Context: an optimization exercise on an open-source flow, tuned for small area and a short achievable clock period. The choices shown serve that exercise and are no tape-out recipe. RTL that was checked went through simulation tests only; none was proved equivalent to the original. For runs 1 and 8, only the layout was checked, not whether the RTL still works. Power is estimated from default activity; no workload was simulated.

## flow/design.v (module list and top-level ports; edited modules follow where they fit)
// module alu: 19 lines
// module alu_flags: 11 lines
// module bshift: 51 lines
// module cond: 25 lines
// module multiplier: 502 lines
// module inst_decode: 10 lines
// module arm7_execute: 140 lines
module arm7_execute (
	input             clk,
	input      [31:0] instr_i,   
	input      [31:0] rn_i,      
	input      [31:0] rd_i,      
	input      [31:0] rs_i,      
	input      [31:0] rm_i,      
	input      [31:0] pc_i,      
	input      [3:0]  nzcv_i,    
	output     [31:0] result_o,
	output     [3:0]  nzcv_o,
	output reg        wb_o,
	output reg        exec_o
);
  // ...
==> flow/flow/run.sh <==
#!/bin/bash
set -euo pipefail
MARGIN=$(cat flow/margin)
bash standard.sh SETUP_SLACK_MARGIN=$MARGIN \
  "BUFFER_PORTS_ARGS=-buffer_cell sky130_fd_sc_hd__buf_2" finish > flow_standard.log 2>&1
==> flow/flow/margin <==
8
==> flow/standard.sh <==
#!/bin/bash
# synth_recipe.tcl (not shown) runs the flow's synth.tcl, then flattens the netlist and writes it again
# the make line also repeats each setting of config.mk as NAME=value (left out here)
make -C /OpenROAD-flow-scripts/flow DESIGN_CONFIG=/design/flow/config.mk WORK_HOME=/design/flow/orfs CLKGATE_MAP_FILE= SYNTH_SCRIPT=/design/flow/synth_recipe.tcl "${@:-finish}"
==> flow/config.mk <==
export PLATFORM = sky130hd
export DESIGN_NAME = arm7_execute
export DESIGN_NICKNAME = arm7_execute
export VERILOG_FILES = /design/flow/design.v
export SDC_FILE = /design/flow/constraint.sdc
export NUM_CORES = 4
export LEC_CHECK = 0
export CAP_MARGIN = 20
export CORE_MARGIN = 2
export CORE_UTILIZATION = 40
export SLEW_MARGIN = 20
export TNS_END_PERCENT = 0
==> flow/constraint.sdc <==
create_clock -name core_clock -period 13.0 [get_ports {clk}]
set_input_delay 2.6000 -clock core_clock [delete_from_list [all_inputs] [get_ports {clk}]]
set_output_delay 2.6000 -clock core_clock [all_outputs]
set_load 0.01 [all_outputs]
==> results.sh, run 1 <==
export IMPL_outcome="timing/DRC/antenna clean"
export IMPL_seq_power_uw=900
export IMPL_crit_slowest_cell="a21oi_1"
export IMPL_pwr_share_seq_pct=27.9
export IMPL_flops_and_latches=205
export IMPL_hpwl_um=87300
export IMPL_start_util_pct=40.5
export IMPL_dp_cells=3924
export IMPL_critPathKind="input port to flip-flop"
export IMPL_ys_async_sr_fraction_pct=0
export IMPL_clk_path_buf_depth=3
export IMPL_clk_share_pct=2.93
export IMPL_ctsHoldBuffers=0
export IMPL_maxCapViolations=0
export IMPL_clockRootBuffer="clkbuf_16"
export IMPL_die_area_mm2=0.0659
export IMPL_yosysTopAreaCell="dfxtp_1"
export IMPL_die_h_um=257
export IMPL_yosysWarnings=2
export IMPL_setup_tns_ns=0
export IMPL_r2r_start="m3_q[9]"
export IMPL_synth_seq_cells=205
export IMPL_io_pins=235
export IMPL_final_area_mm2=0.0288
export IMPL_antenna_left=0
export IMPL_synth_area_top_cells="dfxtp_1 16%, fa_1 12%, xnor2_1 7.6%"
export IMPL_synth_most_common_cell="xnor2_1"
export IMPL_remaining_drc_errors=0
export IMPL_met2_usage_pct=55.4
export IMPL_fmax_mhz=175
==> module bshift, before the edit <==
module bshift(instr_bit_25, imm_value, Rm, Rs, cin, operand2, c_to_alu);
	input        instr_bit_25;
	input [11:0] imm_value;
	input [31:0] Rm;
	input [7:0]  Rs;
	input        cin;
	output [31:0] operand2;
	output        c_to_alu;
	wire [2:0] sh       = imm_value[6:4];
	wire       reg_form = sh[0];
	wire [7:0] amt  = reg_form ? Rs : {3'd0, imm_value[11:7]};
	wire [4:0] a5   = amt[4:0];
	wire       hi   = |amt[7:5];                  
	wire       az   = ~hi & (a5 == 5'd0);         
	wire       a32  = (amt[7:5] == 3'd1) & (a5 == 5'd0);
	wire       le64 = (amt[7:6] == 2'd0) | (amt == 8'd64);
	wire       lsl  = (sh[2:1] == 2'd0);
	wire       lsr  = (sh[2:1] == 2'd1);
	wire       asr  = (sh[2:1] == 2'd2);
	wire       ror  = (sh[2:1] == 2'd3);
	wire       rrx  = ror & ~reg_form & (a5 == 5'd0);
	wire       sign = Rm[31];
	wire       imm  = instr_bit_25;
	wire [31:0] src = imm ? {24'd0, imm_value[7:0]} : Rm;
	wire        pre = ~imm & lsl;
	wire [4:0]  r   = imm ? {imm_value[11:8], 1'b0} :
	                  rrx ? 5'd1 : (a5 ^ {5{lsl}});
	wire [31:0] sp = pre  ? {src[0],    src[31:1]}  : src;
	wire [31:0] s0 = r[0] ? {sp[0],     sp[31:1]}   : sp;
	wire [31:0] s1 = r[1] ? {s0[1:0],   s0[31:2]}   : s0;
	wire [31:0] s2 = r[2] ? {s1[3:0],   s1[31:4]}   : s1;
	wire [31:0] s3 = r[3] ? {s2[7:0],   s2[31:8]}   : s2;
	wire [31:0] rot = r[4] ? {s3[15:0], s3[31:16]}  : s3;
	wire m_ones = imm | ((ror | az) & ~rrx);
	wire m_left = ~imm & lsl & ~az & ~hi;
	wire m_right = ~imm & ((lsr & ~az & ~hi) | (asr & ~az & ~hi) | rrx |
	                       (asr & hi & ~a32 & sign & le64 & (amt != 8'd64)));
	wire [4:0] ma = rrx ? 5'd1 : a5;
	wire [31:0] rmask = 32'hffffffff >> ma;
	wire [31:0] lmask = 32'hffffffff << ma;
	wire [31:0] M = {32{m_ones}} | ({32{m_left}} & lmask) | ({32{m_right}} & rmask);
	wire f1   = ~imm & asr & hi;                  
	wire fill = ~imm & ((asr & ~az & ~hi) | (asr & a32) ? sign : (rrx ? cin : 1'b0));
	assign operand2 = ((rot | {32{f1}}) & M) | ({32{fill}} & ~M);
	wire c_rot31 = imm ? (imm_value[11:8] != 4'd0) :
	               ((lsr | asr) & ~az & ~hi) | (lsr & a32) | rrx | (ror & ~rrx & (a5 != 5'd0));
	wire c_rot0  = ~imm & lsl & ~az & (~hi | a32);
	wire c_const = (imm | az | (ror & ~rrx)) ? cin :
	               (asr & hi & le64) ? sign : 1'b0;
	assign c_to_alu = c_rot31 ? rot[31] : c_rot0 ? rot[0] : c_const;
endmodule
==> inputs of run 2 (changes only) <==
--- a/flow/design.v
+++ b/flow/design.v
@@ -52,11 +52,10 @@
 	wire       sign = Rm[31];
 	wire       imm  = instr_bit_25;
 	wire [31:0] src = imm ? {24'd0, imm_value[7:0]} : Rm;
-	wire        pre = ~imm & lsl;
 	wire [4:0]  r   = imm ? {imm_value[11:8], 1'b0} :
-	                  rrx ? 5'd1 : (a5 ^ {5{lsl}});
-	wire [31:0] sp = pre  ? {src[0],    src[31:1]}  : src;
-	wire [31:0] s0 = r[0] ? {sp[0],     sp[31:1]}   : sp;
+	                  lsl ? (5'd0 - a5) :
+	                  rrx ? 5'd1 : a5;
+	wire [31:0] s0 = r[0] ? {src[0],    src[31:1]}  : src;
 	wire [31:0] s1 = r[1] ? {s0[1:0],   s0[31:2]}   : s0;
 	wire [31:0] s2 = r[2] ? {s1[3:0],   s1[31:4]}   : s1;
 	wire [31:0] s3 = r[3] ? {s2[7:0],   s2[31:8]}   : s2;
==> results.sh, run 2 <==
export IMPL_yosysWarnings=2
export IMPL_rows=91
export IMPL_finalHoldViolCount=0
export IMPL_cts_tree="built"
export IMPL_rsz0062_at_grt="true"
export IMPL_grt_overflow_total=0
export IMPL_vdd_drop_max_v=0.0000857
export IMPL_gp_congestion=1.02
export IMPL_die_w_um=253
export IMPL_die_area_mm2=0.0640
export IMPL_core_mm2=0.0615
export IMPL_setup_tns_ns=0
export IMPL_synth_area_per_cell_um2=8.36
export IMPL_grt_pass1_wl_um=161000
export IMPL_antenna_left=0
export IMPL_synth_nets=3437
export IMPL_synth_mux_area_share_pct=3.73
export IMPL_yosysTopAreaCellShare_pct=16.6
export IMPL_synth_top_family_by_area="compound AO/OA/AOI/OAI gates"
export IMPL_numCtsBuffers=24
export IMPL_die_h_um=253
export IMPL_final_cell_mix="232 x buf_2, 221 x xnor2_1, 193 x a21oi_1"
export IMPL_clkSlewWorstSetupHoldPaths_ns=0.06
export IMPL_ys_flop_type="dfxtp_1"
export IMPL_port_buffers=234
export IMPL_grt_max_degree=76
export IMPL_critPathMaxFanout=8
export IMPL_ys_async_sr_fraction_pct=0
export IMPL_layout_commonest_cell="buf_2"
export IMPL_syn_inst=2964
export IMPL_synth_compound_area_share_pct=30.3
export IMPL_synth_common_cells="224 x xnor2_1, 209 x clkbuf_1, 205 x a221oi_1, 205 x dfxtp_1, 204 x a21oi_1"
export IMPL_cts_max_level=1
export IMPL_clock_insertion_delay_worst_skew_ns=0.56
export IMPL_crit_arrival_ns=6.11
export IMPL_io_pins=235
export IMPL_first_pass_iters=6
export IMPL_nets=3521
export IMPL_ctsHoldBuffers=0
export IMPL_remaining_drc_errors=0
export IMPL_yosys_area_share_xor_xnor_pct=11.8
export IMPL_synth_seq_cells=205
export IMPL_finalClockSkew_ns=0.0340
export IMPL_synth_edf_count=0
export IMPL_tightestPinTransition_ns=0.996
export IMPL_hpwl_um=82000
export IMPL_layout_setup_ws_ns=7.31
export IMPL_finalPower_uw=3060
export IMPL_netlist_cell_type_count=93
export IMPL_synth_area_top_cells="dfxtp_1 17%, fa_1 12%, xnor2_1 7.9%"
export IMPL_synthAdderAreaFrac_pct=18.4
export IMPL_antenna_found_initial=7
export IMPL_critPathKind="flip-flop to flip-flop"
export IMPL_first_global_vias=24700
export IMPL_yosysTopAreaCell="dfxtp_1"
export IMPL_leakage_uw=0.0115
export IMPL_slew_headroom_pct=33.1
export IMPL_vias_per_cell=6.57
export IMPL_slew_violations=0
export IMPL_routed_wl_um=109000
export IMPL_grtUsageTotal_pct=33.2
export IMPL_finalCritPeriodShare_pct=43.8
export IMPL_post_place_ws_ns=4.80
export IMPL_synthesis_area_mm2=0.0248
export IMPL_worstSetupEndpointType="flip-flop"
export IMPL_fmax_mhz=176
export IMPL_hp_class="flip-flop to flip-flop"
export IMPL_synth_most_common_cell="xnor2_1"
export IMPL_drive_gt1_share_pct=20.0
export IMPL_wire_per_inst_um=28.3
export IMPL_post_route_min_period_ns=5.69
export IMPL_drt_iter0_markers=2601
export IMPL_clk_path_buf_depth=3
export IMPL_setup_viol=0
export IMPL_syn_to_final_growth_pct=15.4
export IMPL_start_kind="flip-flop"
export IMPL_yosys_area_share_simple_pct=12.3
export IMPL_num_vias=25400
export IMPL_yosysSeqAreaShare_pct=16.6
export IMPL_required_ns=13.42
export IMPL_cts_sinks=205
export IMPL_filler_cell_count=5996
export IMPL_maxCapViolations=0
export IMPL_power_density_mw_per_mm2=107
export IMPL_outcome="timing/DRC/antenna clean"
export IMPL_clockRootBuffer="clkbuf_16"
export IMPL_start_util_pct=40.3
==> run 2: where the power goes <==
part	switching [uW]	total (uW)	internal, uW
clock network	278	747	469
registers	137	868	731
logic	849	1440	596
total	1260	3060	1800
==> run 2: final cells by class <==
| type | count | area [um2] | area share [%] |
|---|---|---|---|
| Sequential cell | 205 | 4130 | 14.5 |
| Tap cell | 790 | 988 | 3.46 |
| Inverter | 150 | 581 | 2.03 |
| Multi-Input combinational cell | 2338 | 20000 | 69.8 |
| Clock buffer | 34 | 729 | 2.55 |
| Antenna cell | 3 | 7.51 | 0.0262 |
| Timing Repair Buffer | 329 | 2060 | 7.19 |
| Clock inverter | 9 | 155 | 0.542 |
==> run 2: metrics by stage <==
step | hold WS (ns) | cell area, um2 | utilization [%] | instances
after floorplan | 0.310 | 25000 | - | 2964
after global placement | 0.311 | 26400 | 43.0 | 3776
after detailed placement | 0.315 | 26400 | 43.0 | 3776
after CTS | 0.316 | 28300 | 46.0 | 3852
after global routing | 0.330 | 28600 | 46.5 | 3855
final | 0.319 | 28600 | 46.5 | 3858
==> run 2: final timing paths <==
kind | startpoint | to | slack [ns] | cells after the start
max | s2_q[0] | res_q[30] | 7.31 | 18
min | wb_q | wb_o | 0.32 | 0
max reg2reg | s2_q[0] | res_q[30] | 7.31 | 18
min reg2reg | wb_q | wb_o | 0.32 | 0
==> run 2: critical path, cell delays in order, from the launching register on <==
cell	delay, ns
dfxtp_4	0.39
buf_12	0.15
a22o_1	0.21
a221oi_2	0.24
xnor2_2	0.14
ha_1	0.35
fa_1	0.53
fa_1	0.46
fa_1	0.54
fa_2	0.60
fa_1	0.48
ha_4	0.29
a21oi_1	0.18
o21ai_2	0.11
a21oi_2	0.20
o21ai_2	0.09
a221o_1	0.34
xnor2_1	0.15
a21oi_1	0.10
==> run 2: cell families after synthesis <==
logic type | after synthesis
AO/OA/AOI/OAI | 1042
AND/OR/NAND/NOR | 590
buffers and inverters | 427
XOR/XNOR | 335
adder cells (fa/ha/maj) | 276
flip-flops | 205
multiplexers | 89
==> run 2: timing repair <==
item / in CTS / in global routing
buffers inserted: 26 / 2
hold endpoints to repair: 0 / 0
pin swaps: 43 / 37
endpoints found under the setup margin: 79 / 82
gates resized for setup: 147 / 73
gates cloned: 7 / 1
==> run 2: per-layer routing <==
metal,up-vias,global-route usage (%),part of all wire [%]
met5,-,0,0.0091
met4,2,16.6,5.8
met3,299,5.29,8.3
met2,1349,54.2,46
met1,12400,42.5,40
li1,11300,-,-
==> inputs of run 3 (changes only) <==
==> flow/flow/margin (replaced) <==
9
==> results.sh, run 3 <==
export IMPL_grtUsageTotal_pct=33.2
export IMPL_finalClockSkew_ns=0.0340
export IMPL_routed_wl_um=109000
export IMPL_grt_busiest_layer="met2"
export IMPL_die_area_mm2=0.0640
export IMPL_slew_headroom_pct=33.1
export IMPL_grt_pass1_wl_um=161000
export IMPL_post_route_min_period_ns=5.69
export IMPL_finalPower_uw=3060
export IMPL_nets=3521
export IMPL_syn_inst=2964
export IMPL_synth_nets=3437
export IMPL_netlist_cell_type_count=93
export IMPL_setup_tns_ns=0
export IMPL_critPathMaxFanout=8
export IMPL_grt_max_degree=76
export IMPL_vias_per_cell=6.57
export IMPL_required_ns=13.42
export IMPL_slew_violations=0
export IMPL_synth_common_cells="224 x xnor2_1, 209 x clkbuf_1, 205 x a221oi_1, 205 x dfxtp_1, 204 x a21oi_1"
export IMPL_wire_per_inst_um=28.3
export IMPL_met2_usage_pct=54.2
export IMPL_clockRootBuffer="clkbuf_16"
export IMPL_grt_overflow_total=0
export IMPL_finalHoldViolCount=0
export IMPL_start_util_pct=40.3
export IMPL_clk_path_buf_depth=3
export IMPL_synth_seq_cells=205
export IMPL_first_global_vias=24700
export IMPL_p_switching_uw=1260
export IMPL_worstSetupEndpointType="flip-flop"
export IMPL_tightestPinTransition_ns=0.996
export IMPL_use_met3_pct=5.29
export IMPL_use_met1_pct=42.5
export IMPL_layout_setup_ws_ns=7.31
export IMPL_post_place_ws_ns=4.80
export IMPL_gp_congestion=1.02
export IMPL_synth_area_top_cells="dfxtp_1 17%, fa_1 12%, xnor2_1 7.9%"
export IMPL_pwr_share_seq_pct=28.4
export IMPL_internal_power_uw=1800
export IMPL_rsz0062_at_grt="true"
export IMPL_leakage_uw=0.0115
export IMPL_crit_arrival_ns=6.11
export IMPL_maxCapViolations=0
export IMPL_filler_cell_count=5996
export IMPL_setup_viol=0
export IMPL_outcome="timing/DRC/antenna clean"
export IMPL_synth_edf_count=0
export IMPL_fmax_mhz=176
export IMPL_clock_insertion_delay_worst_skew_ns=0.56
export IMPL_ys_flop_type="dfxtp_1"
export IMPL_yosysSeqAreaShare_pct=16.6
export IMPL_yosysTopAreaCell="dfxtp_1"
export IMPL_ys_async_sr_fraction_pct=0
export IMPL_yosysTopAreaCellShare_pct=16.6
export IMPL_power_frac_comb_pct=47.2
export IMPL_first_pass_iters=6
export IMPL_cts_max_level=1
export IMPL_cts_tree="built"
export IMPL_core_mm2=0.0615
export IMPL_finalCritPeriodShare_pct=43.8
export IMPL_vdd_drop_max_v=0.0000857
export IMPL_die_h_um=253
export IMPL_switching_share_pct=41.3
export IMPL_die_w_um=253
export IMPL_start_kind="flip-flop"
export IMPL_syn_to_final_growth_pct=15.4
export IMPL_antenna_found_initial=7
export IMPL_rows=91
export IMPL_yosysWarnings=2
export IMPL_synth_area_per_cell_um2=8.36
export IMPL_numCtsBuffers=24
export IMPL_clkPwrFrac_pct=24.4
export IMPL_cts_sinks=205
export IMPL_remaining_drc_errors=0
export IMPL_drive_gt1_share_pct=20.0
export IMPL_critPathKind="flip-flop to flip-flop"
export IMPL_ctsHoldBuffers=0
export IMPL_synth_most_common_cell="xnor2_1"
export IMPL_num_vias=25400
export IMPL_hp_class="flip-flop to flip-flop"
export IMPL_io_pins=235
export IMPL_port_buffers=234
export IMPL_final_cell_mix="232 x buf_2, 221 x xnor2_1, 193 x a21oi_1"
export IMPL_antenna_left=0
export IMPL_drt_iter0_markers=2601
export IMPL_layout_commonest_cell="buf_2"
export IMPL_power_density_mw_per_mm2=107
export IMPL_hpwl_um=82000
export IMPL_synthesis_area_mm2=0.0248
export IMPL_clkSlewWorstSetupHoldPaths_ns=0.06
==> run 3: cell families (layout without fill, tap and decap cells) <==
group	count (synthesis)	in the layout	synth area share, %
muxes	89	90	3.73
other	0	3	0
and+or+nand+nor	590	593	12.3
AOI/OAI and AO/OA	1042	1044	30.3
adders and majority gates	276	276	18.4
DFF	205	205	16.6
xor gates and xnor gates	335	335	11.8
buffers and inverters	427	522	6.83
==> run 3: cell type report <==
class	instances	area (um2)	area share (%)
multi-input cells	2338	20000	69.8
flip-flops and latches	205	4130	14.5
inverters	150	581	2.03
clock inverters	9	155	0.542
clock buffers	34	729	2.55
well taps	790	988	3.46
repair buffers	329	2060	7.19
diodes	3	7.51	0.0262
==> run 3: layer usage <==
layer	wire length, um	up-vias	share of wire, %
li1	-	11300	-
met1	43900	12400	40
met3	9100	299	8.3
met5	10	-	0.0091
met2	49900	1349	46
met4	6360	2	5.8
==> run 3: worst paths after layout <==
kind / slack (ns) / cells after the start / endpoint / start
setup / recovery: 7.31 / 18 / res_q[30] / s2_q[0]
hold reg to reg: 0.32 / 0 / wb_o / wb_q
setup reg to reg: 7.31 / 18 / res_q[30] / s2_q[0]
hold / removal: 0.32 / 0 / wb_o / wb_q
==> run 3: power by group through the flow <==
stage | clock network (uW) | registers, uW | logic, uW
final | 747 | 868 | 1440
after global routing | 783 | 873 | 1570
after CTS | 760 | 861 | 1380
after detailed placement | 0 | 871 | 1290
after global placement | 0 | 868 | 1280
after floorplan | 0 | 818 | 894
==> run 3: repair_timing <==
item / in CTS / in global routing
resized for setup: 147 / 73
endpoints found under the setup margin: 151 / 159
endpoints found under the hold margin: 0 / 0
pin swaps: 43 / 37
setup buffers: 26 / 2
gates cloned: 7 / 1
==> run 3: metrics by stage <==
| step | area [um2] | instances | utilization, % | hold WS [ns] |
|---|---|---|---|---|
| floorplan | 25000 | 2964 | - | 0.310 |
| global placement | 26400 | 3776 | 43.0 | 0.311 |
| detailed placement | 26400 | 3776 | 43.0 | 0.315 |
| CTS | 28300 | 3852 | 46.0 | 0.316 |
| global route | 28600 | 3855 | 46.5 | 0.330 |
| finish | 28600 | 3858 | 46.5 | 0.319 |
==> run 3: critical path: stages, from the launching register on <==
cell	delay [ns]
dfxtp_4	0.39
buf_12	0.15
a22o_1	0.21
a221oi_2	0.24
xnor2_2	0.14
ha_1	0.35
fa_1	0.53
fa_1	0.46
fa_1	0.54
fa_2	0.60
fa_1	0.48
ha_4	0.29
a21oi_1	0.18
o21ai_2	0.11
a21oi_2	0.20
o21ai_2	0.09
a221o_1	0.34
xnor2_1	0.15
a21oi_1	0.10
==> inputs of run 4 (changes only) <==
==> flow/flow/margin (replaced) <==
7.3
==> results.sh, run 4 <==
export IMPL_rows=91
export IMPL_maxCapViolations=0
export IMPL_post_route_min_period_ns=5.72
export IMPL_start_kind="flip-flop"
export IMPL_r2r_slack_ns=7.28
export IMPL_cts_sinks=205
export IMPL_multiInputGateArea_mm2=0.0198
export IMPL_setup_viol=0
export IMPL_setup_tns_ns=0
export IMPL_crit_slowest_cell="fa_2"
export IMPL_gp_congestion=0.965
export IMPL_clk_path_buf_depth=3
export IMPL_fin_util_pct=46.5
export IMPL_outcome="timing/DRC/antenna clean"
export IMPL_hp_class="flip-flop to flip-flop"
export IMPL_cts_max_level=1
export IMPL_netlist_cell_type_count=93
export IMPL_die_h_um=253
export IMPL_slew_headroom_pct=33.6
export IMPL_final_cell_mix="231 x buf_2, 223 x xnor2_1, 196 x a21oi_1"
export IMPL_yosysTopAreaCell="dfxtp_1"
export IMPL_finalHoldViolCount=0
export IMPL_synth_nets=3437
export IMPL_ys_flop_type="dfxtp_1"
export IMPL_num_vias=25400
export IMPL_synth_area_top_cells="dfxtp_1 17%, fa_1 12%, xnor2_1 7.9%"
export IMPL_fmax_mhz=175
export IMPL_grt_max_degree=60
export IMPL_crit_arrival_ns=6.12
export IMPL_layout_commonest_cell="buf_2"
export IMPL_remaining_drc_errors=0
export IMPL_grtUsageTotal_pct=32.1
export IMPL_leakage_uw=0.0115
export IMPL_reg2reg_depth=21
export IMPL_synth_area_per_cell_um2=8.36
export IMPL_slew_violations=0
export IMPL_die_w_um=253
export IMPL_clkSlewWorstSetupHoldPaths_ns=0.06
export IMPL_critPathKind="flip-flop to flip-flop"
export IMPL_antenna_left=0
export IMPL_start_util_pct=40.3
export IMPL_rsz0062_at_grt="true"
export IMPL_finalClockSkew_ns=0.0308
export IMPL_power_density_mw_per_mm2=106
export IMPL_synth_seq_cells=205
export IMPL_yosysTopAreaCellShare_pct=16.6
export IMPL_synth_edf_count=0
export IMPL_finalCritPeriodShare_pct=44.0
export IMPL_whs_path_depth=0
export IMPL_filler_cell_count=6065
export IMPL_ys_async_sr_fraction_pct=0
export IMPL_drt_iter0_markers=2716
export IMPL_clock_insertion_delay_worst_skew_ns=0.57
export IMPL_first_global_vias=24800
export IMPL_max_stage_delay_ns=0.64
export IMPL_yosysWarnings=2
export IMPL_synth_most_common_cell="xnor2_1"
export IMPL_synth_common_cells="224 x xnor2_1, 209 x clkbuf_1, 205 x a221oi_1, 205 x dfxtp_1, 204 x a21oi_1"
export IMPL_routed_wl_um=107000
export IMPL_cp_top_family="adder cells"
export IMPL_path_cells="buf_12, a22o_1, a221oi_2, xnor2_1, fa_2, inv_2, fa_2, inv_2, fa_1, fa_2, fa_2, ha_4, and2_4, a311o_1, a21oi_2, o21ai_2, a21oi_2, o21ai_2, a221o_1, xnor2_1, a21oi_1"
export IMPL_numCtsBuffers=25
export IMPL_antenna_found_initial=1
export IMPL_vias_per_cell=6.57
export IMPL_drive_gt1_share_pct=19.4
export IMPL_path_depth=21
export IMPL_yosysSeqAreaShare_pct=16.6
export IMPL_io_pins=235
export IMPL_port_buffers=234
export IMPL_die_area_mm2=0.0640
export IMPL_nets=3535
export IMPL_first_pass_iters=6
export IMPL_hpwl_um=79200
export IMPL_path_common_cell="fa_2"
export IMPL_num_antenna_cells=0
export IMPL_required_ns=13.40
export IMPL_grt_pass1_wl_um=157000
export IMPL_grt_overflow_total=0
export IMPL_wire_per_inst_um=27.7
export IMPL_worst_path_buf_inv=3
export IMPL_hold_worst_slack_ns=0.326
export IMPL_tightestPinTransition_ns=0.985
export IMPL_syn_to_final_growth_pct=15.4
export IMPL_core_mm2=0.0615
export IMPL_cts_tree="built"
export IMPL_worstSetupEndpointType="flip-flop"
export IMPL_seq_area_mm2=0.00415
export IMPL_synthesis_area_mm2=0.0248
export IMPL_clockRootBuffer="clkbuf_16"
export IMPL_critPathMaxFanout=15
export IMPL_syn_inst=2964
export IMPL_vdd_drop_max_v=0.0000937
run 4: cell count changes in the layout (fill, tap and decap cells not counted), moves of 6 or more:
cell / delta
a221oi_1: +6
clkbuf_8: -6
fa_2: -6
fa_1: +6
run 4: path summary, 6_finish.rpt:
path | startpoint | to
worst max register to register | s4_q[0] | res_q[30]
worst min-delay path | v_q | v_o
worst max-delay path | s4_q[0] | res_q[30]
worst min register to register | v_q | v_o
run 4: per-stage QoR:
| stage | cells | worst slack, ns | power, uW | area [um2] |
|---|---|---|---|---|
| 2_1_floorplan | 2964 | 7.24 | 1700 | 24800 |
| 3_3_place_gp | 3780 | 4.17 | 2130 | 26400 |
| 3_5_place_dp | 3780 | 4.06 | 2140 | 26400 |
| 4_1_cts | 3839 | 7.25 | 2950 | 27700 |
| 5_1_grt | 3871 | 7.19 | 3190 | 28600 |
| 6_report | 3871 | 7.28 | 3040 | 28600 |
run 4: per-layer routing:
metal  vias up  global-route usage (%)  wire length [um]
li1      11300                       -                 -
met1     12400                    41.2             42900
met2      1456                    52.1             48700
met3       305                    4.79              8980
met4         0                    17.2              6830
met5         -                       0                 0
run 4: final cells by class:
| cell class | count | share of cell area, % |
|---|---|---|
| Multi-Input combinational cell | 2339 | 69.2 |
| Sequential cell | 205 | 14.5 |
| Timing Repair Buffer | 341 | 7.76 |
| Tap cell | 790 | 3.46 |
| Clock buffer | 31 | 2.30 |
| Inverter | 150 | 2.04 |
| Clock inverter | 15 | 0.779 |
run 4: power breakdown:
part	total, uW	internal, uW	switching [uW]	leakage, uW
clock network	761	461	300	0.000421
logic	1410	582	832	0.00940
registers	862	731	130	0.00171
run 4: cells by family after synthesis:
family | count (synthesis) | share of synthesized area, %
flops | 205 | 16.6
buf+inv | 427 | 6.83
xor+xnor | 335 | 11.8
fa+ha+maj | 276 | 18.4
simple gates | 590 | 12.3
mux | 89 | 3.73
compound gates | 1042 | 30.3
run 4: timing repair:
| action | CTS | global route |
|---|---|---|
| hold buffers | 0 | 0 |
| endpoints found under the setup margin | 51 | 46 |
| buffers inserted | 7 | 26 |
| cloned | 6 | 5 |
| resized for setup | 82 | 143 |
| pin swaps | 13 | 49 |
==> inputs of run 5 (changes only) <==
==> flow/flow/margin (replaced) <==
8
--- a/flow/config.mk
+++ b/flow/config.mk
@@ -9,4 +9,4 @@
 export CORE_MARGIN = 2
 export CORE_UTILIZATION = 40
 export SLEW_MARGIN = 20
-export TNS_END_PERCENT = 0
+export TNS_END_PERCENT = 5
==> results.sh, run 5 <==
export IMPL_netlist_cell_type_count=93
export IMPL_gp_congestion=1.01
export IMPL_drive_gt1_share_pct=21.3
export IMPL_worstSetupEndpointType="flip-flop"
export IMPL_clk_path_buf_depth=3
export IMPL_tightestPinTransition_ns=0.948
export IMPL_port_buffers=234
export IMPL_internal_power_uw=1750
export IMPL_io_pins=235
export IMPL_ys_async_sr_fraction_pct=0
export IMPL_finalCritPeriodShare_pct=43.1
export IMPL_finalClockSkew_ns=0.0276
export IMPL_grt_pass1_wl_um=161000
export IMPL_setup_viol=0
export IMPL_layout_commonest_cell="buf_2"
export IMPL_cp_top_family="adder cells"
export IMPL_vias_per_cell=6.58
export IMPL_switching_share_pct=42.1
export IMPL_syn_inst=2964
export IMPL_ys_flop_type="dfxtp_1"
export IMPL_maxCapViolations=0
export IMPL_clock_insertion_delay_worst_skew_ns=0.56
export IMPL_numCtsBuffers=24
export IMPL_rsz0062_at_grt="true"
export IMPL_grtUsageTotal_pct=33.3
export IMPL_outcome="timing/DRC/antenna clean"
export IMPL_yosysTopAreaCell="dfxtp_1"
export IMPL_p_switching_uw=1280
export IMPL_place_area_mm2=0.0264
export IMPL_cts_sinks=205
export IMPL_required_ns=13.47
export IMPL_power_density_mw_per_mm2=104
export IMPL_drt_iter0_markers=2549
export IMPL_yosysSeqAreaShare_pct=16.6
export IMPL_path_common_cell="fa_1"
export IMPL_final_area_mm2=0.0290
export IMPL_cts_tree="built"
export IMPL_hpwl_um=80400
export IMPL_synth_area_top_cells="dfxtp_1 17%, fa_1 12%, xnor2_1 7.9%"
export IMPL_first_global_vias=25200
export IMPL_pwr_share_seq_pct=28.9
export IMPL_slew_headroom_pct=36.6
export IMPL_grt_max_degree=60
export IMPL_die_h_um=253
export IMPL_setup_tns_ns=0
export IMPL_fmax_mhz=178
export IMPL_synth_area_per_cell_um2=8.36
export IMPL_post_route_min_period_ns=5.60
export IMPL_core_mm2=0.0615
export IMPL_syn_to_final_growth_pct=17.1
export IMPL_first_pass_iters=9
export IMPL_slew_violations=0
export IMPL_grt_overflow_total=0
export IMPL_clkPwrFrac_pct=22.7
export IMPL_rows=91
export IMPL_vdd_drop_max_v=0.0000784
export IMPL_die_w_um=253
export IMPL_cts_max_level=1
export IMPL_clkSlewWorstSetupHoldPaths_ns=0.06
export IMPL_remaining_drc_errors=0
export IMPL_start_kind="flip-flop"
export IMPL_yosysTopAreaCellShare_pct=16.6
export IMPL_final_cell_mix="230 x buf_2, 221 x xnor2_1, 196 x a21oi_1"
export IMPL_antenna_left=0
export IMPL_clockRootBuffer="clkbuf_16"
export IMPL_critPathKind="flip-flop to flip-flop"
export IMPL_wire_per_inst_um=28.2
export IMPL_synth_edf_count=0
export IMPL_path_cells="a221oi_2, xor2_1, fa_1, fa_1, inv_1, fa_1, fa_2, fa_1, ha_4, a21o_1, a21oi_1, o21bai_2, a21oi_1, a211oi_1, o21a_1, o21a_1, o31ai_1"
export IMPL_start_util_pct=40.3
export IMPL_worst_path_buf_inv=1
export IMPL_power_frac_comb_pct=48.3
export IMPL_synth_most_common_cell="xnor2_1"
export IMPL_synthesis_area_mm2=0.0248
export IMPL_max_stage_delay_ns=0.83
export IMPL_finalHoldViolCount=0
export IMPL_synth_seq_cells=205
export IMPL_synth_nets=3437
export IMPL_synth_common_cells="224 x xnor2_1, 209 x clkbuf_1, 205 x a221oi_1, 205 x dfxtp_1, 204 x a21oi_1"
export IMPL_routed_wl_um=110000
export IMPL_hp_class="flip-flop to flip-flop"
export IMPL_crit_arrival_ns=6.07
export IMPL_crit_slowest_cell="dfxtp_1"
export IMPL_die_area_mm2=0.0640
export IMPL_yosysWarnings=2
export IMPL_nets=3550
export IMPL_antenna_found_initial=3
export IMPL_leakage_uw=0.0117
export IMPL_num_vias=25600
export IMPL_critPathMaxFanout=9
## run 5: metrics by stage
step | total power [uW] | std cells | setup WS [ns] | utilization [%] | hold slack, ns
after floorplan | 1710 | 2964 | 7.51 | - | 0.310
after global placement | 2150 | 3772 | 4.94 | 42.9 | 0.314
after detailed placement | 2170 | 3772 | 4.88 | 42.9 | 0.313
after CTS | 2940 | 3876 | 7.39 | 46.5 | 0.325
after global routing | 3190 | 3884 | 7.23 | 47.2 | 0.334
final | 3030 | 3885 | 7.40 | 47.2 | 0.323
## run 5: repair_timing
item	in CTS	in global routing
pin swaps	46	40
setup buffers	48	8
gates cloned	13	0
hold endpoints to repair	0	0
hold buffers	0	0
endpoints found under the setup margin	80	67
gates resized for setup	196	84
## run 5: kinds of logic (layout without fill, tap and decap cells)
family	Yosys count	count (layout)	share of synthesized area, %
mux	89	90	3.73
fa+ha+maj	276	276	18.4
other cells	0	1	0
simple gates	590	595	12.3
compound gates	1042	1044	30.3
xor+xnor	335	335	11.8
flops	205	205	16.6
buf+inv	427	549	6.83
## run 5: cell type report
cell class                      count  area, um2
Multi-Input combinational cell   2340      20100
Sequential cell                   205       4150
Clock inverter                     10        105
Tap cell                          790        988
Clock buffer                       33        686
Timing Repair inverter              1       8.76
Antenna cell                        1       2.50
Inverter                          150        583
Fill cell                        5951      32500
Timing Repair Buffer              355       2390
## run 5: path summary, 6_finish.rpt
kind	slack, ns	to	depth (start not counted)	startpoint
min reg2reg	0.32	wb_o	0	wb_q
max	7.40	res_q[29]	17	m3_q[8]
min	0.32	wb_o	0	wb_q
max reg2reg	7.40	res_q[29]	17	m3_q[8]
## run 5: routing by layer
metal	part of all wire (%)	up-vias	GRT usage (%)
met5	0.012	-	0
met1	39	12500	41.2
met4	7.4	2	20.8
met2	45	1365	53.5
li1	-	11300	-
met3	8.1	354	5.99
## run 5: power by group through the flow
stage / clock network, uW / logic [uW] / registers, uW
global placement: 0 / 1270 / 874
detailed placement: 0 / 1290 / 878
CTS: 700 / 1370 / 867
floorplan: 0 / 895 / 818
global route: 723 / 1580 / 881
finish: 689 / 1460 / 877
==> inputs of run 6 (changes only) <==
--- a/flow/config.mk
+++ b/flow/config.mk
@@ -7,6 +7,6 @@
 export LEC_CHECK = 0
 export CAP_MARGIN = 20
 export CORE_MARGIN = 2
-export CORE_UTILIZATION = 40
+export CORE_UTILIZATION = 55
 export SLEW_MARGIN = 20
-export TNS_END_PERCENT = 5
+export TNS_END_PERCENT = 0
==> results.sh, run 6 <==
export IMPL_synthesis_area_mm2=0.0248
export IMPL_rsz0062_at_grt="true"
export IMPL_finalClockSkew_ns=0.0134
export IMPL_hp_class="flip-flop to flip-flop"
export IMPL_final_cell_mix="233 x buf_2, 219 x xnor2_1, 198 x a21oi_1"
export IMPL_reg2reg_to="c31_o"
export IMPL_power_frac_comb_pct=46.7
export IMPL_slew_violations=0
export IMPL_ctsHoldBuffers=0
export IMPL_worstSetupEndpointType="flip-flop"
export IMPL_remaining_drc_errors=0
export IMPL_power_density_mw_per_mm2=108
export IMPL_syn_inst=2964
export IMPL_die_area_mm2=0.0468
export IMPL_antenna_left=0
export IMPL_die_w_um=216
export IMPL_dp_cells=3566
export IMPL_io_pins=235
export IMPL_synth_nets=3437
export IMPL_ys_async_sr_fraction_pct=0
export IMPL_finalCritPeriodShare_pct=44.2
export IMPL_synth_area_per_cell_um2=8.36
export IMPL_reg2reg_depth=20
export IMPL_finalHoldViolCount=0
export IMPL_numCtsBuffers=25
export IMPL_clock_insertion_delay_worst_skew_ns=0.57
export IMPL_first_global_vias=24800
export IMPL_yosysTopAreaCellShare_pct=16.6
export IMPL_synth_seq_cells=205
export IMPL_cts_max_level=1
export IMPL_pwr_share_seq_pct=28.6
export IMPL_whs_path_depth=0
export IMPL_worst_path_buf_inv=4
export IMPL_crit_slowest_cell="fa_2"
export IMPL_rows=77
export IMPL_finalPower_uw=3010
export IMPL_setup_tns_ns=0
export IMPL_first_pass_iters=8
export IMPL_vias_per_cell=7.17
export IMPL_hpwl_um=75600
export IMPL_yosysWarnings=2
export IMPL_drt_iter0_markers=3418
export IMPL_slew_headroom_pct=27.7
export IMPL_r2r_start="s2_q[0]"
export IMPL_netlist_cell_type_count=93
export IMPL_final_cell_count_no_fill=3645
export IMPL_clkPwrFrac_pct=24.7
export IMPL_start_util_pct=55.9
export IMPL_clockRootBuffer="clkbuf_16"
export IMPL_max_stage_delay_ns=0.68
export IMPL_synth_most_common_cell="xnor2_1"
export IMPL_tightestPinTransition_ns=1.08
export IMPL_start_kind="flip-flop"
export IMPL_setup_viol=0
export IMPL_nets=3501
export IMPL_required_ns=13.50
export IMPL_path_cells="buf_12, a22o_1, a221oi_2, xnor2_1, fa_1, inv_1, fa_1, fa_1, inv_1, fa_1, fa_2, fa_2, ha_4, a21o_1, nor3_1, nand2_1, o22ai_2, xor2_1, buf_4, xnor2_1"
export IMPL_yosysTopAreaCell="dfxtp_1"
export IMPL_p_switching_uw=1270
export IMPL_yosysSeqAreaShare_pct=16.6
export IMPL_antenna_found_initial=7
export IMPL_wire_per_inst_um=28.2
export IMPL_post_route_min_period_ns=5.75
export IMPL_synth_edf_count=0
export IMPL_cts_sinks=205
export IMPL_core_mm2=0.0443
export IMPL_crit_arrival_ns=6.25
export IMPL_synth_area_top_cells="dfxtp_1 17%, fa_1 12%, xnor2_1 7.9%"
export IMPL_leakage_uw=0.0114
export IMPL_grt_overflow_total=0
export IMPL_r2r_slack_ns=7.25
export IMPL_gp_congestion=1.05
export IMPL_critPathKind="flip-flop to flip-flop"
export IMPL_critPathMaxFanout=16
export IMPL_syn_to_final_growth_pct=12.7
export IMPL_cts_tree="built"
export IMPL_grtUsageTotal_pct=42.1
export IMPL_die_h_um=216
export IMPL_grt_pass1_wl_um=152000
export IMPL_layout_commonest_cell="buf_2"
export IMPL_cp_top_family="adder cells"
export IMPL_fmax_mhz=174
export IMPL_maxCapViolations=0
export IMPL_switching_share_pct=42.3
export IMPL_port_buffers=234
export IMPL_holdCritStartpoint="v_q"
export IMPL_internal_power_uw=1740
export IMPL_routed_wl_um=103000
export IMPL_clkSlewWorstSetupHoldPaths_ns=0.06
export IMPL_clk_path_buf_depth=3
export IMPL_synth_common_cells="224 x xnor2_1, 209 x clkbuf_1, 205 x a221oi_1, 205 x dfxtp_1, 204 x a21oi_1"
export IMPL_ys_flop_type="dfxtp_1"
export IMPL_outcome="timing/DRC/antenna clean"
export IMPL_vdd_drop_max_v=0.000131
export IMPL_num_vias=26100
export IMPL_grt_max_degree=60
export IMPL_whs_endpoint="v_o"
export IMPL_drive_gt1_share_pct=18.2
export IMPL_path_common_cell="fa_1"
## run 6: worst register-to-register path: cells and delay by family (launching register included)
kind | cells | cell delay, ns
xor+xnor | 3 | 0.49
buf+inv | 4 | 0.44
fa+ha+maj | 7 | 3.32
flops | 1 | 0.35
simple gates | 2 | 0.24
compound gates | 4 | 0.84
## run 6: cells by family after synthesis
family,count (synthesis),share of synthesized area [%]
xor gates and xnor gates,335,11.8
and+or+nand+nor,590,12.3
DFF,205,16.6
AOI/OAI and AO/OA,1042,30.3
buffers and inverters,427,6.83
adders and majority gates,276,18.4
muxes,89,3.73
## run 6: cell type report
type,count,area [um2]
sequential,205,4180
multi-input combinational,2337,19600
tap,592,741
fill,3871,16400
clock buffer,30,674
antenna,7,17.5
clock inverter,15,196
timing repair buffer,309,1920
inverter,150,581
## run 6: metrics by stage
stage / setup slack [ns] / util (%) / area, um2 / hold WS (ns)
global route: 7.09 / 63.0 / 27900 / 0.339
floorplan: 7.51 / - / 25000 / 0.310
detailed placement: 5.09 / 58.9 / 26100 / 0.315
finish: 7.25 / 63.0 / 27900 / 0.328
CTS: 7.33 / 62.1 / 27500 / 0.330
global placement: 5.29 / 58.9 / 26100 / 0.310
## run 6: metal layers
| metal | vias up | GRT usage, % | share of wire, % |
|---|---|---|---|
| li1 | 11200 | - | - |
| met1 | 12600 | 55.8 | 39 |
| met2 | 1874 | 63.1 | 43 |
| met3 | 410 | 8.58 | 11 |
| met4 | 2 | 25.7 | 7.5 |
| met5 | - | 0 | 0.013 |
## run 6: power by group through the flow
stage / Combinational [uW] / Sequential, uW / Clock (uW)
floorplan: 894 / 818 / 0
global placement: 1270 / 862 / 0
detailed placement: 1290 / 864 / 0
CTS: 1340 / 852 / 749
global route: 1510 / 869 / 773
finish: 1410 / 862 / 744
## run 6: worst max-delay path by stage
stage	end	slack [ns]	cells past startpoint	from
detailed placement	m3_q[30]	5.09	15	instr_i[4]
global route	res_q[25]	7.09	20	s2_q[0]
floorplan	m3_q[30]	7.51	18	instr_i[4]
CTS	res_q[30]	7.33	21	s2_q[0]
global placement	m3_q[30]	5.29	15	instr_i[4]
finish	c31_o	7.25	20	s2_q[0]
## run 6: what timing repair did
item / CTS / global route
gates resized for setup: 116 / 63
pin swaps: 31 / 31
cloned: 5 / 3
setup endpoints to repair: 63 / 85
buffers inserted: 15 / 4
==> inputs of run 7 (changes only) <==
==> flow/config.mk (replaced) <==
export PLATFORM = sky130hd
export DESIGN_NAME = arm7_execute
export DESIGN_NICKNAME = arm7_execute
export VERILOG_FILES = /design/flow/design.v
export SDC_FILE = /design/flow/constraint.sdc
export NUM_CORES = 4
export LEC_CHECK = 0
export CAP_MARGIN = 5
export CORE_MARGIN = 2
export CORE_UTILIZATION = 40
export SLEW_MARGIN = 5
export TNS_END_PERCENT = 0
==> results.sh, run 7 <==
export IMPL_maxCapViolations=0
export IMPL_power_density_mw_per_mm2=107
export IMPL_fmax_mhz=176
export IMPL_hpwl_um=82000
export IMPL_io_pins=235
export IMPL_cts_sinks=205
export IMPL_rows=91
export IMPL_vias_per_cell=6.58
export IMPL_yosysTopAreaCell="dfxtp_1"
export IMPL_rsz0062_at_grt="true"
export IMPL_post_route_min_period_ns=5.69
export IMPL_finalClockSkew_ns=0.0330
export IMPL_nets=3521
export IMPL_finalCritPeriodShare_pct=43.8
export IMPL_tightestPinTransition_ns=1.31
export IMPL_grt_overflow_total=0
export IMPL_filler_cell_count=5996
export IMPL_setup_viol=0
export IMPL_whs_path_depth=0
export IMPL_finalHoldViolCount=0
export IMPL_die_w_um=253
export IMPL_slew_headroom_pct=11.8
export IMPL_core_mm2=0.0615
export IMPL_synth_edf_count=0
export IMPL_netlist_cell_type_count=93
export IMPL_grt_max_degree=76
export IMPL_yosysWarnings=2
export IMPL_final_cell_mix="232 x buf_2, 221 x xnor2_1, 193 x a21oi_1"
export IMPL_clock_insertion_delay_worst_skew_ns=0.56
export IMPL_port_buffers=234
export IMPL_syn_to_final_growth_pct=15.4
export IMPL_clkSlewWorstSetupHoldPaths_ns=0.06
export IMPL_start_util_pct=40.3
export IMPL_first_global_vias=24700
export IMPL_vdd_drop_max_v=0.0000853
export IMPL_clk_path_buf_depth=3
export IMPL_slew_violations=0
export IMPL_start_kind="flip-flop"
export IMPL_first_pass_iters=7
export IMPL_synth_seq_cells=205
export IMPL_crit_arrival_ns=6.17
export IMPL_num_vias=25400
export IMPL_synthesis_area_mm2=0.0248
export IMPL_dp_cells=3776
export IMPL_worstSetupEndpointType="flip-flop"
export IMPL_synth_area_top_cells="dfxtp_1 17%, fa_1 12%, xnor2_1 7.9%"
export IMPL_finalPower_uw=3060
export IMPL_path_common_cell="fa_1"
export IMPL_routed_wl_um=109000
export IMPL_cts_tree="built"
export IMPL_synth_nets=3437
export IMPL_antenna_found_initial=7
export IMPL_critPathMaxFanout=8
export IMPL_synth_area_per_cell_um2=8.36
export IMPL_yosysTopAreaCellShare_pct=16.6
export IMPL_cts_max_level=1
export IMPL_ys_flop_type="dfxtp_1"
export IMPL_critPathKind="flip-flop to flip-flop"
export IMPL_layout_commonest_cell="buf_2"
export IMPL_die_area_mm2=0.0640
export IMPL_drive_gt1_share_pct=19.9
export IMPL_outcome="timing/DRC/antenna clean"
export IMPL_grtUsageTotal_pct=33.2
export IMPL_drt_iter0_markers=2538
export IMPL_setup_tns_ns=0
export IMPL_ys_async_sr_fraction_pct=0
export IMPL_syn_inst=2964
export IMPL_hp_class="flip-flop to flip-flop"
export IMPL_gp_congestion=1.02
export IMPL_wire_per_inst_um=28.3
export IMPL_die_h_um=253
export IMPL_clockRootBuffer="clkbuf_16"
export IMPL_synth_most_common_cell="xnor2_1"
export IMPL_numCtsBuffers=24
export IMPL_synth_common_cells="224 x xnor2_1, 209 x clkbuf_1, 205 x a221oi_1, 205 x dfxtp_1, 204 x a21oi_1"
export IMPL_grt_pass1_wl_um=161000
export IMPL_yosysSeqAreaShare_pct=16.6
export IMPL_ctsHoldBuffers=0
export IMPL_leakage_uw=0.0115
export IMPL_remaining_drc_errors=0
export IMPL_reg2reg_depth=18
export IMPL_fin_util_pct=46.5
export IMPL_required_ns=13.47
export IMPL_max_stage_delay_ns=0.60
export IMPL_crit_slowest_cell="fa_1"
export IMPL_final_cell_count_no_fill=3857
export IMPL_antenna_left=0
export IMPL_path_cells="buf_12, a22o_1, a221oi_2, xnor2_2, ha_1, fa_1, fa_1, fa_1, fa_2, fa_1, ha_4, a21oi_1, o21ai_2, a21oi_2, o21ai_2, a221o_1, xnor2_1, a21oi_1"
run 7: cell counts after synthesis:
Identical to the previous run, type by type.
run 7: where the power goes:
group          internal [uW]  switching, uW
Clock                    469            277
Sequential               731            137
Combinational            596            848
Total                   1800           1260
run 7: what timing repair did:
item | 4_1_cts | 5_1_grt
gates resized for setup | 147 | 73
setup endpoints to repair | 79 | 82
buffers inserted | 26 | 2
cloned | 7 | 1
pin swaps | 43 | 38
run 7: layer usage:
| metal | global-route usage [%] | routed length (um) | vias to the layer above |
|---|---|---|---|
| met1 | 42.5 | 43900 | 12400 |
| met2 | 54.2 | 49700 | 1366 |
| met4 | 16.6 | 6440 | 2 |
| met5 | 0 | 10 | - |
| met3 | 5.29 | 9120 | 305 |
| li1 | - | - | 11300 |
run 7: area by class of cell:
| type | count | area, um2 | share of cell area [%] |
|---|---|---|---|
| clock buffers | 34 | 729 | 2.55 |
| multi-input cells | 2338 | 20000 | 69.8 |
| well taps | 790 | 988 | 3.46 |
| repair buffers | 329 | 2060 | 7.19 |
| flip-flops and latches | 205 | 4130 | 14.4 |
| clock inverters | 9 | 155 | 0.543 |
| diodes | 2 | 5.00 | 0.0175 |
| inverters | 150 | 581 | 2.03 |
run 7: worst paths after layout:
path	from	endpoint	slack (ns)
setup reg to reg	s2_q[0]	res_q[30]	7.31
hold / removal	wb_q	wb_o	0.32
hold reg to reg	wb_q	wb_o	0.32
setup / recovery	s2_q[0]	res_q[30]	7.31
run 7: cells by family (layout without fill, tap and decap cells):
kind of cell	after synthesis	after routing	share of synthesized area, %
AOI/OAI and AO/OA	1042	1044	30.3
xor gates and xnor gates	335	335	11.8
adders and majority gates	276	276	18.4
buffers and inverters	427	522	6.83
DFF	205	205	16.6
muxes	89	90	3.73
other	0	2	0
and+or+nand+nor	590	593	12.3
run 7: critical path, delay by kind of cell (launching register included):
family | cells | cell delay [ns]
AO/OA/AOI/OAI | 8 | 1.53
adder cells (fa/ha/maj) | 7 | 3.25
XOR/XNOR | 2 | 0.28
flip-flops | 1 | 0.39
buffers and inverters | 1 | 0.15
run 7: through the flow:
stage,hold slack [ns],instance area [um2],setup slack (ns)
final,0.319,28600,7.31
after floorplan,0.310,25000,7.51
after detailed placement,0.315,26400,4.80
after global placement,0.311,26400,4.89
after global routing,0.330,28600,7.19
after CTS,0.316,28300,7.42
==> module alu, before the edit <==
module alu(operand_1, ps, pc, cin, arith, sel_ms, sel_mc,
           result, cout, c31, e32, e31);
	input  [31:0] operand_1, ps, pc;
	input         cin, arith, sel_ms, sel_mc;
	output [31:0] result;
	output        cout, c31, e32, e31;
	wire [32:0] kk = {1'b0, ps} + {1'b0, pc};
	wire [31:0] kl = {1'b0, ps[30:0]} + {1'b0, pc[30:0]};
	wire k32 = kk[32], k31 = kl[31];
	wire [31:0] ms = operand_1 ^ ps ^ pc;
	wire [31:0] mc = (operand_1 & ps) | (operand_1 & pc) | (ps & pc);
	wire [32:0] sum  = {1'b0, ms} + {1'b0, mc[30:0], cin};
	assign cout = sum[32];
	assign c31  = sum[31] ^ ms[31] ^ mc[30];
	assign e32 = mc[31] ^ k32;
	assign e31 = mc[30] ^ k31;
	wire [31:0] logic_r = (ms & {32{sel_ms}}) | (mc & {32{sel_mc}});
	assign result = arith ? sum[31:0] : logic_r;
endmodule
==> inputs of run 8 (changes only) <==
--- a/flow/design.v
+++ b/flow/design.v
@@ -4,18 +4,19 @@
 	input         cin, arith, sel_ms, sel_mc;
 	output [31:0] result;
 	output        cout, c31, e32, e31;
-	wire [32:0] kk = {1'b0, ps} + {1'b0, pc};
-	wire [31:0] kl = {1'b0, ps[30:0]} + {1'b0, pc[30:0]};
-	wire k32 = kk[32], k31 = kl[31];
+	wire k31, k32;
+	carry31_32 K(.a(ps), .b(pc), .k31(k31), .k32(k32));
 	wire [31:0] ms = operand_1 ^ ps ^ pc;
 	wire [31:0] mc = (operand_1 & ps) | (operand_1 & pc) | (ps & pc);
-	wire [32:0] sum  = {1'b0, ms} + {1'b0, mc[30:0], cin};
-	assign cout = sum[32];
-	assign c31  = sum[31] ^ ms[31] ^ mc[30];
+	wire [31:0] hs = ms ^ {mc[30:0], 1'b0};
+	wire [31:0] logic_r = (ms & {32{sel_ms}}) | (mc & {32{sel_mc}});
+	wire [32:0] c;
+	add32_sk A(.a(ms), .b({mc[30:0], 1'b0}), .cin(cin), .c(c));
+	assign result = (arith ? hs : logic_r) ^ (c[31:0] & {32{arith}});
+	assign cout = c[32];
+	assign c31  = c[31];
 	assign e32 = mc[31] ^ k32;
 	assign e31 = mc[30] ^ k31;
-	wire [31:0] logic_r = (ms & {32{sel_ms}}) | (mc & {32{sel_mc}});
-	assign result = arith ? sum[31:0] : logic_r;
 endmodule
 module alu_flags(cout, c31, e32, e31, arith, zfix, a31, b31, c_from_shifter, v_old,
                  c_flag, v_flag);
@@ -28,6 +29,209 @@
 	assign c_flag = ~arith ? c_from_shifter : zfix ? zc : cs;
 	assign v_flag = ~arith ? v_old : zfix ? (zc31 ^ zc) : (c31s ^ cs);
 endmodule
+module add32_sk(a, b, cin, c);
+input [31:0] a, b; input cin; output [32:0] c;
+wire [31:0] p0 = a ^ b;
+wire [31:0] g0 = a & b;
+wire gg0_0 = g0[0] | (p0[0] & cin);
+wire g1_1 = g0[1] | (p0[1] & gg0_0);
+wire g1_3 = g0[3] | (p0[3] & g0[2]);
+wire p1_3 = p0[3] & p0[2];
+wire g1_5 = g0[5] | (p0[5] & g0[4]);
+wire p1_5 = p0[5] & p0[4];
+wire g1_7 = g0[7] | (p0[7] & g0[6]);
+wire p1_7 = p0[7] & p0[6];
+wire g1_9 = g0[9] | (p0[9] & g0[8]);
+wire p1_9 = p0[9] & p0[8];
+wire g1_11 = g0[11] | (p0[11] & g0[10]);
+wire p1_11 = p0[11] & p0[10];
+wire g1_13 = g0[13] | (p0[13] & g0[12]);
+wire p1_13 = p0[13] & p0[12];
+wire g1_15 = g0[15] | (p0[15] & g0[14]);
+wire p1_15 = p0[15] & p0[14];
+wire g1_17 = g0[17] | (p0[17] & g0[16]);
+wire p1_17 = p0[17] & p0[16];
+wire g1_19 = g0[19] | (p0[19] & g0[18]);
+wire p1_19 = p0[19] & p0[18];
+wire g1_21 = g0[21] | (p0[21] & g0[20]);
+wire p1_21 = p0[21] & p0[20];
+wire g1_23 = g0[23] | (p0[23] & g0[22]);
+wire p1_23 = p0[23] & p0[22];
+wire g1_25 = g0[25] | (p0[25] & g0[24]);
+wire p1_25 = p0[25] & p0[24];
+wire g1_27 = g0[27] | (p0[27] & g0[26]);
+wire p1_27 = p0[27] & p0[26];
+wire g1_29 = g0[29] | (p0[29] & g0[28]);
+wire p1_29 = p0[29] & p0[28];
+wire g1_31 = g0[31] | (p0[31] & g0[30]);
+wire p1_31 = p0[31] & p0[30];
+wire g2_2 = g0[2] | (p0[2] & g1_1);
+wire g2_3 = g1_3 | (p1_3 & g1_1);
+wire g2_6 = g0[6] | (p0[6] & g1_5);
+wire p2_6 = p0[6] & p1_5;
+wire g2_7 = g1_7 | (p1_7 & g1_5);
+wire p2_7 = p1_7 & p1_5;
+wire g2_10 = g0[10] | (p0[10] & g1_9);
+wire p2_10 = p0[10] & p1_9;
+wire g2_11 = g1_11 | (p1_11 & g1_9);
+wire p2_11 = p1_11 & p1_9;
+wire g2_14 = g0[14] | (p0[14] & g1_13);
+wire p2_14 = p0[14] & p1_13;
+wire g2_15 = g1_15 | (p1_15 & g1_13);
+wire p2_15 = p1_15 & p1_13;
+wire g2_18 = g0[18] | (p0[18] & g1_17);
+wire p2_18 = p0[18] & p1_17;
+wire g2_19 = g1_19 | (p1_19 & g1_17);
+wire p2_19 = p1_19 & p1_17;
+wire g2_22 = g0[22] | (p0[22] & g1_21);
+wire p2_22 = p0[22] & p1_21;
+wire g2_23 = g1_23 | (p1_23 & g1_21);
+wire p2_23 = p1_23 & p1_21;
+wire g2_26 = g0[26] | (p0[26] & g1_25);
+wire p2_26 = p0[26] & p1_25;
+wire g2_27 = g1_27 | (p1_27 & g1_25);
+wire p2_27 = p1_27 & p1_25;
+wire g2_30 = g0[30] | (p0[30] & g1_29);
+wire p2_30 = p0[30] & p1_29;
+wire g2_31 = g1_31 | (p1_31 & g1_29);
+wire p2_31 = p1_31 & p1_29;
+wire g3_4 = g0[4] | (p0[4] & g2_3);
+wire g3_5 = g1_5 | (p1_5 & g2_3);
+wire g3_6 = g2_6 | (p2_6 & g2_3);
+wire g3_7 = g2_7 | (p2_7 & g2_3);
+wire g3_12 = g0[12] | (p0[12] & g2_11);
+wire p3_12 = p0[12] & p2_11;
+wire g3_13 = g1_13 | (p1_13 & g2_11);
+wire p3_13 = p1_13 & p2_11;
+wire g3_14 = g2_14 | (p2_14 & g2_11);
+wire p3_14 = p2_14 & p2_11;
+wire g3_15 = g2_15 | (p2_15 & g2_11);
+wire p3_15 = p2_15 & p2_11;
+wire g3_20 = g0[20] | (p0[20] & g2_19);
+wire p3_20 = p0[20] & p2_19;
+wire g3_21 = g1_21 | (p1_21 & g2_19);
+wire p3_21 = p1_21 & p2_19;
+wire g3_22 = g2_22 | (p2_22 & g2_19);
+wire p3_22 = p2_22 & p2_19;
+wire g3_23 = g2_23 | (p2_23 & g2_19);
+wire p3_23 = p2_23 & p2_19;
+wire g3_28 = g0[28] | (p0[28] & g2_27);
+wire p3_28 = p0[28] & p2_27;
+wire g3_29 = g1_29 | (p1_29 & g2_27);
+wire p3_29 = p1_29 & p2_27;
+wire g3_30 = g2_30 | (p2_30 & g2_27);
+wire p3_30 = p2_30 & p2_27;
+wire g3_31 = g2_31 | (p2_31 & g2_27);
+wire p3_31 = p2_31 & p2_27;
+wire g4_8 = g0[8] | (p0[8] & g3_7);
+wire g4_9 = g1_9 | (p1_9 & g3_7);
+wire g4_10 = g2_10 | (p2_10 & g3_7);
+wire g4_11 = g2_11 | (p2_11 & g3_7);
+wire g4_12 = g3_12 | (p3_12 & g3_7);
+wire g4_13 = g3_13 | (p3_13 & g3_7);
+wire g4_14 = g3_14 | (p3_14 & g3_7);
+wire g4_15 = g3_15 | (p3_15 & g3_7);
+wire g4_24 = g0[24] | (p0[24] & g3_23);
+wire p4_24 = p0[24] & p3_23;
+wire g4_25 = g1_25 | (p1_25 & g3_23);
+wire p4_25 = p1_25 & p3_23;
+wire g4_26 = g2_26 | (p2_26 & g3_23);
+wire p4_26 = p2_26 & p3_23;
+wire g4_27 = g2_27 | (p2_27 & g3_23);
+wire p4_27 = p2_27 & p3_23;
+wire g4_28 = g3_28 | (p3_28 & g3_23);
+wire p4_28 = p3_28 & p3_23;
+wire g4_29 = g3_29 | (p3_29 & g3_23);
+wire p4_29 = p3_29 & p3_23;
+wire g4_30 = g3_30 | (p3_30 & g3_23);
+wire p4_30 = p3_30 & p3_23;
+wire g4_31 = g3_31 | (p3_31 & g3_23);
+wire p4_31 = p3_31 & p3_23;
+wire g5_16 = g0[16] | (p0[16] & g4_15);
+wire g5_17 = g1_17 | (p1_17 & g4_15);
+wire g5_18 = g2_18 | (p2_18 & g4_15);
+wire g5_19 = g2_19 | (p2_19 & g4_15);
+wire g5_20 = g3_20 | (p3_20 & g4_15);
+wire g5_21 = g3_21 | (p3_21 & g4_15);
+wire g5_22 = g3_22 | (p3_22 & g4_15);
+wire g5_23 = g3_23 | (p3_23 & g4_15);
+wire g5_24 = g4_24 | (p4_24 & g4_15);
+wire g5_25 = g4_25 | (p4_25 & g4_15);
+wire g5_26 = g4_26 | (p4_26 & g4_15);
+wire g5_27 = g4_27 | (p4_27 & g4_15);
+wire g5_28 = g4_28 | (p4_28 & g4_15);
+wire g5_29 = g4_29 | (p4_29 & g4_15);
+wire g5_30 = g4_30 | (p4_30 & g4_15);
+wire g5_31 = g4_31 | (p4_31 & g4_15);
+assign c = {g5_31, g5_30, g5_29, g5_28, g5_27, g5_26, g5_25, g5_24, g5_23, g5_22, g5_21, g5_20, g5_19, g5_18, g5_17, g5_16, g4_15, g4_14, g4_13, g4_12, g4_11, g4_10, g4_9, g4_8, g3_7, g3_6, g3_5, g3_4, g2_3, g2_2, g1_1, gg0_0, cin};
+endmodule
+module carry31_32(a, b, k31, k32);
+input [31:0] a, b; output k31, k32;
+wire [31:0] p0 = a ^ b;
+wire [31:0] g0 = a & b;
+wire tg1 = g0[30] | (p0[30] & g0[29]);
+wire tp1 = p0[30] & p0[29];
+wire tg2 = g0[28] | (p0[28] & g0[27]);
+wire tp2 = p0[28] & p0[27];
+wire tg3 = tg1 | (tp1 & tg2);
+wire tp3 = tp1 & tp2;
+wire tg4 = g0[26] | (p0[26] & g0[25]);
+wire tp4 = p0[26] & p0[25];
+wire tg5 = g0[24] | (p0[24] & g0[23]);
+wire tp5 = p0[24] & p0[23];
+wire tg6 = tg4 | (tp4 & tg5);
+wire tp6 = tp4 & tp5;
+wire tg7 = tg3 | (tp3 & tg6);
+wire tp7 = tp3 & tp6;
+wire tg8 = g0[22] | (p0[22] & g0[21]);
+wire tp8 = p0[22] & p0[21];
+wire tg9 = g0[20] | (p0[20] & g0[19]);
+wire tp9 = p0[20] & p0[19];
+wire tg10 = tg8 | (tp8 & tg9);
+wire tp10 = tp8 & tp9;
+wire tg11 = g0[18] | (p0[18] & g0[17]);
+wire tp11 = p0[18] & p0[17];
+wire tg12 = g0[16] | (p0[16] & g0[15]);
+wire tp12 = p0[16] & p0[15];
+wire tg13 = tg11 | (tp11 & tg12);
+wire tp13 = tp11 & tp12;
+wire tg14 = tg10 | (tp10 & tg13);
+wire tp14 = tp10 & tp13;
+wire tg15 = tg7 | (tp7 & tg14);
+wire tp15 = tp7 & tp14;
+wire tg16 = g0[14] | (p0[14] & g0[13]);
+wire tp16 = p0[14] & p0[13];
+wire tg17 = g0[12] | (p0[12] & g0[11]);
+wire tp17 = p0[12] & p0[11];
+wire tg18 = tg16 | (tp16 & tg17);
+wire tp18 = tp16 & tp17;
+wire tg19 = g0[10] | (p0[10] & g0[9]);
+wire tp19 = p0[10] & p0[9];
+wire tg20 = g0[8] | (p0[8] & g0[7]);
+wire tp20 = p0[8] & p0[7];
+wire tg21 = tg19 | (tp19 & tg20);
+wire tp21 = tp19 & tp20;
+wire tg22 = tg18 | (tp18 & tg21);
+wire tp22 = tp18 & tp21;
+wire tg23 = g0[6] | (p0[6] & g0[5]);
+wire tp23 = p0[6] & p0[5];
+wire tg24 = g0[4] | (p0[4] & g0[3]);
+wire tp24 = p0[4] & p0[3];
+wire tg25 = tg23 | (tp23 & tg24);
+wire tp25 = tp23 & tp24;
+wire tg26 = g0[2] | (p0[2] & g0[1]);
+wire tp26 = p0[2] & p0[1];
+wire tg27 = tg26 | (tp26 & g0[0]);
+wire tp27 = tp26 & p0[0];
+wire tg28 = tg25 | (tp25 & tg27);
+wire tp28 = tp25 & tp27;
+wire tg29 = tg22 | (tp22 & tg28);
+wire tp29 = tp22 & tp28;
+wire tg30 = tg15 | (tp15 & tg29);
+wire tp30 = tp15 & tp29;
+assign k31 = tg30;
+assign k32 = g0[31] | (p0[31] & tg30);
+endmodule
 module bshift(instr_bit_25, imm_value, Rm, Rs, cin, operand2, c_to_alu);
 	input        instr_bit_25;
 	input [11:0] imm_value;
--- a/flow/config.mk
+++ b/flow/config.mk
@@ -5,8 +5,8 @@
 export SDC_FILE = /design/flow/constraint.sdc
 export NUM_CORES = 4
 export LEC_CHECK = 0
-export CAP_MARGIN = 5
+export CAP_MARGIN = 20
 export CORE_MARGIN = 2
 export CORE_UTILIZATION = 40
-export SLEW_MARGIN = 5
+export SLEW_MARGIN = 20
 export TNS_END_PERCENT = 0
==> results.sh, run 8 <==
export IMPL_nets=3516
export IMPL_yosysTopAreaCellShare_pct=16.5
export IMPL_vias_per_cell=6.46
export IMPL_antenna_found_initial=1
export IMPL_worstSetupEndpointType="flip-flop"
export IMPL_filler_cell_count=6046
export IMPL_remaining_drc_errors=0
export IMPL_met2_usage_pct=55.0
export IMPL_start_kind="flip-flop"
export IMPL_synthesis_area_mm2=0.0248
export IMPL_layout_commonest_cell="buf_2"
export IMPL_port_buffers=234
export IMPL_core_mm2=0.0615
export IMPL_num_vias=24900
export IMPL_grt_overflow_total=0
export IMPL_grt_max_degree=66
export IMPL_numCtsBuffers=25
export IMPL_yosysSeqAreaShare_pct=16.5
export IMPL_drive_gt1_share_pct=17.4
export IMPL_die_area_mm2=0.0640
export IMPL_use_met1_pct=40.3
export IMPL_clk_path_buf_depth=3
export IMPL_first_global_vias=24300
export IMPL_outcome="timing/DRC/antenna clean"
export IMPL_yosysWarnings=2
export IMPL_wire_per_inst_um=27.5
export IMPL_cts_sinks=205
export IMPL_synth_common_cells="228 x xnor2_1, 217 x a21oi_1, 216 x inv_1"
export IMPL_cts_max_level=1
export IMPL_drt_iter0_markers=2684
export IMPL_netlist_cell_type_count=87
export IMPL_antenna_left=0
export IMPL_rows=91
export IMPL_io_pins=235
export IMPL_tightestPinTransition_ns=1.10
export IMPL_grt_busiest_layer="met2"
export IMPL_yosysTopAreaCell="dfxtp_1"
export IMPL_power_density_mw_per_mm2=103
export IMPL_hold_worst_slack_ns=0.327
export IMPL_synth_seq_cells=205
export IMPL_hpwl_um=78800
export IMPL_die_h_um=253
export IMPL_finalCritPeriodShare_pct=44.6
export IMPL_rsz0062_at_grt="true"
export IMPL_final_cell_mix="230 x buf_2, 223 x xnor2_1, 210 x a21oi_1"
export IMPL_setup_viol=0
export IMPL_post_route_min_period_ns=5.79
export IMPL_setup_tns_ns=0
export IMPL_routed_wl_um=106000
[run 8: changes by cell type in the layout (fill, tap and decap cells not counted), moves of 15 or more]
cell and delta:
a221oi_1 +20, a21oi_1 +17, fa_2 -15, nand2_1 -15, o21ai_1 -17, mux2i_1 +35, inv_1 +67, a221oi_2 -18
[run 8: area by class of cell]
type / instances / share of cell area (%)
antenna: 3 / 0.0266
timing repair buffer: 318 / 7.01
clock inverter: 16 / 0.788
sequential: 205 / 14.7
clock buffer: 29 / 2.30
tap: 790 / 3.50
multi-input combinational: 2274 / 68.7
inverter: 221 / 3.04
[run 8: worst paths after layout]
check             startpoint         to  slack (ns)  cells past startpoint
setup / recovery     m3_q[3]  res_q[31]        7.21                     19
hold / removal           v_q        v_o        0.33                      0
setup reg to reg     m3_q[3]  res_q[31]        7.21                     19
hold reg to reg          v_q        v_o        0.33                      0
[run 8: cells by family after synthesis]
kind of cell             Yosys count  share of synthesized area, %
AND/OR/NAND/NOR                  562                          11.8
adder cells (fa/ha/maj)          274                          18.3
AO/OA/AOI/OAI                    969                          28.1
XOR/XNOR                         339                          12.0
multiplexers                     125                          5.38
flip-flops                       205                          16.5
buffers and inverters            504                          7.94
[run 8: timing repair]
| action | 4_1_cts | 5_1_grt |
|---|---|---|
| endpoints found under the setup margin | 79 | 91 |
| setup buffers | 23 | 8 |
| pin swaps | 26 | 26 |
| cloned | 6 | 2 |
| resized for setup | 81 | 69 |
[run 8: per-layer routing]
| metal | up-vias | wire, um |
|---|---|---|
| met4 | 0 | 5930 |
| met1 | 12300 | 42400 |
| met2 | 1286 | 50300 |
| met3 | 299 | 7560 |
| li1 | 11100 | - |
| met5 | - | 0 |
[run 8: through the flow]
step	setup slack, ns	cell area, um2	util (%)	total power [uW]	instances
5_1_grt	7.06	28200	45.9	3080	3853
3_3_place_gp	5.55	26300	42.8	2070	3769
4_1_cts	7.20	27800	45.3	2880	3843
6_report	7.21	28300	45.9	2920	3856
3_5_place_dp	5.45	26300	42.8	2090	3769
2_1_floorplan	7.23	24900	-	1640	2978
[run 8: worst max-delay path: stages (launching register included)]
cell and delay (ns):
dfxtp_1 0.99, a221oi_1 0.21, xor2_1 0.21, fa_1 0.58, inv_2 0.05, fa_2 0.35
fa_1 0.47, fa_1 0.58, inv_1 0.06, fa_1 0.50, inv_2 0.06, ha_4 0.23
a21o_1 0.15, a21o_1 0.20, a21o_1 0.15, a21o_1 0.16, a21o_1 0.19, o31a_1 0.28
xnor2_1 0.16, a21oi_1 0.08
[run 8: where the power goes]
part	internal, uW	total, uW	switching (uW)
logic	535	1310	776
registers	729	866	137
clock network	444	744	299

Re-timed with assumed drivers on the ports (clkbuf_16 on the clock, buf_2 on other inputs), run 8 has 7.188 ns of setup slack against 7.206 ns with ideal ports, and 6.579 ns once port delays also move by the mid clock arrival of 0.609 ns.
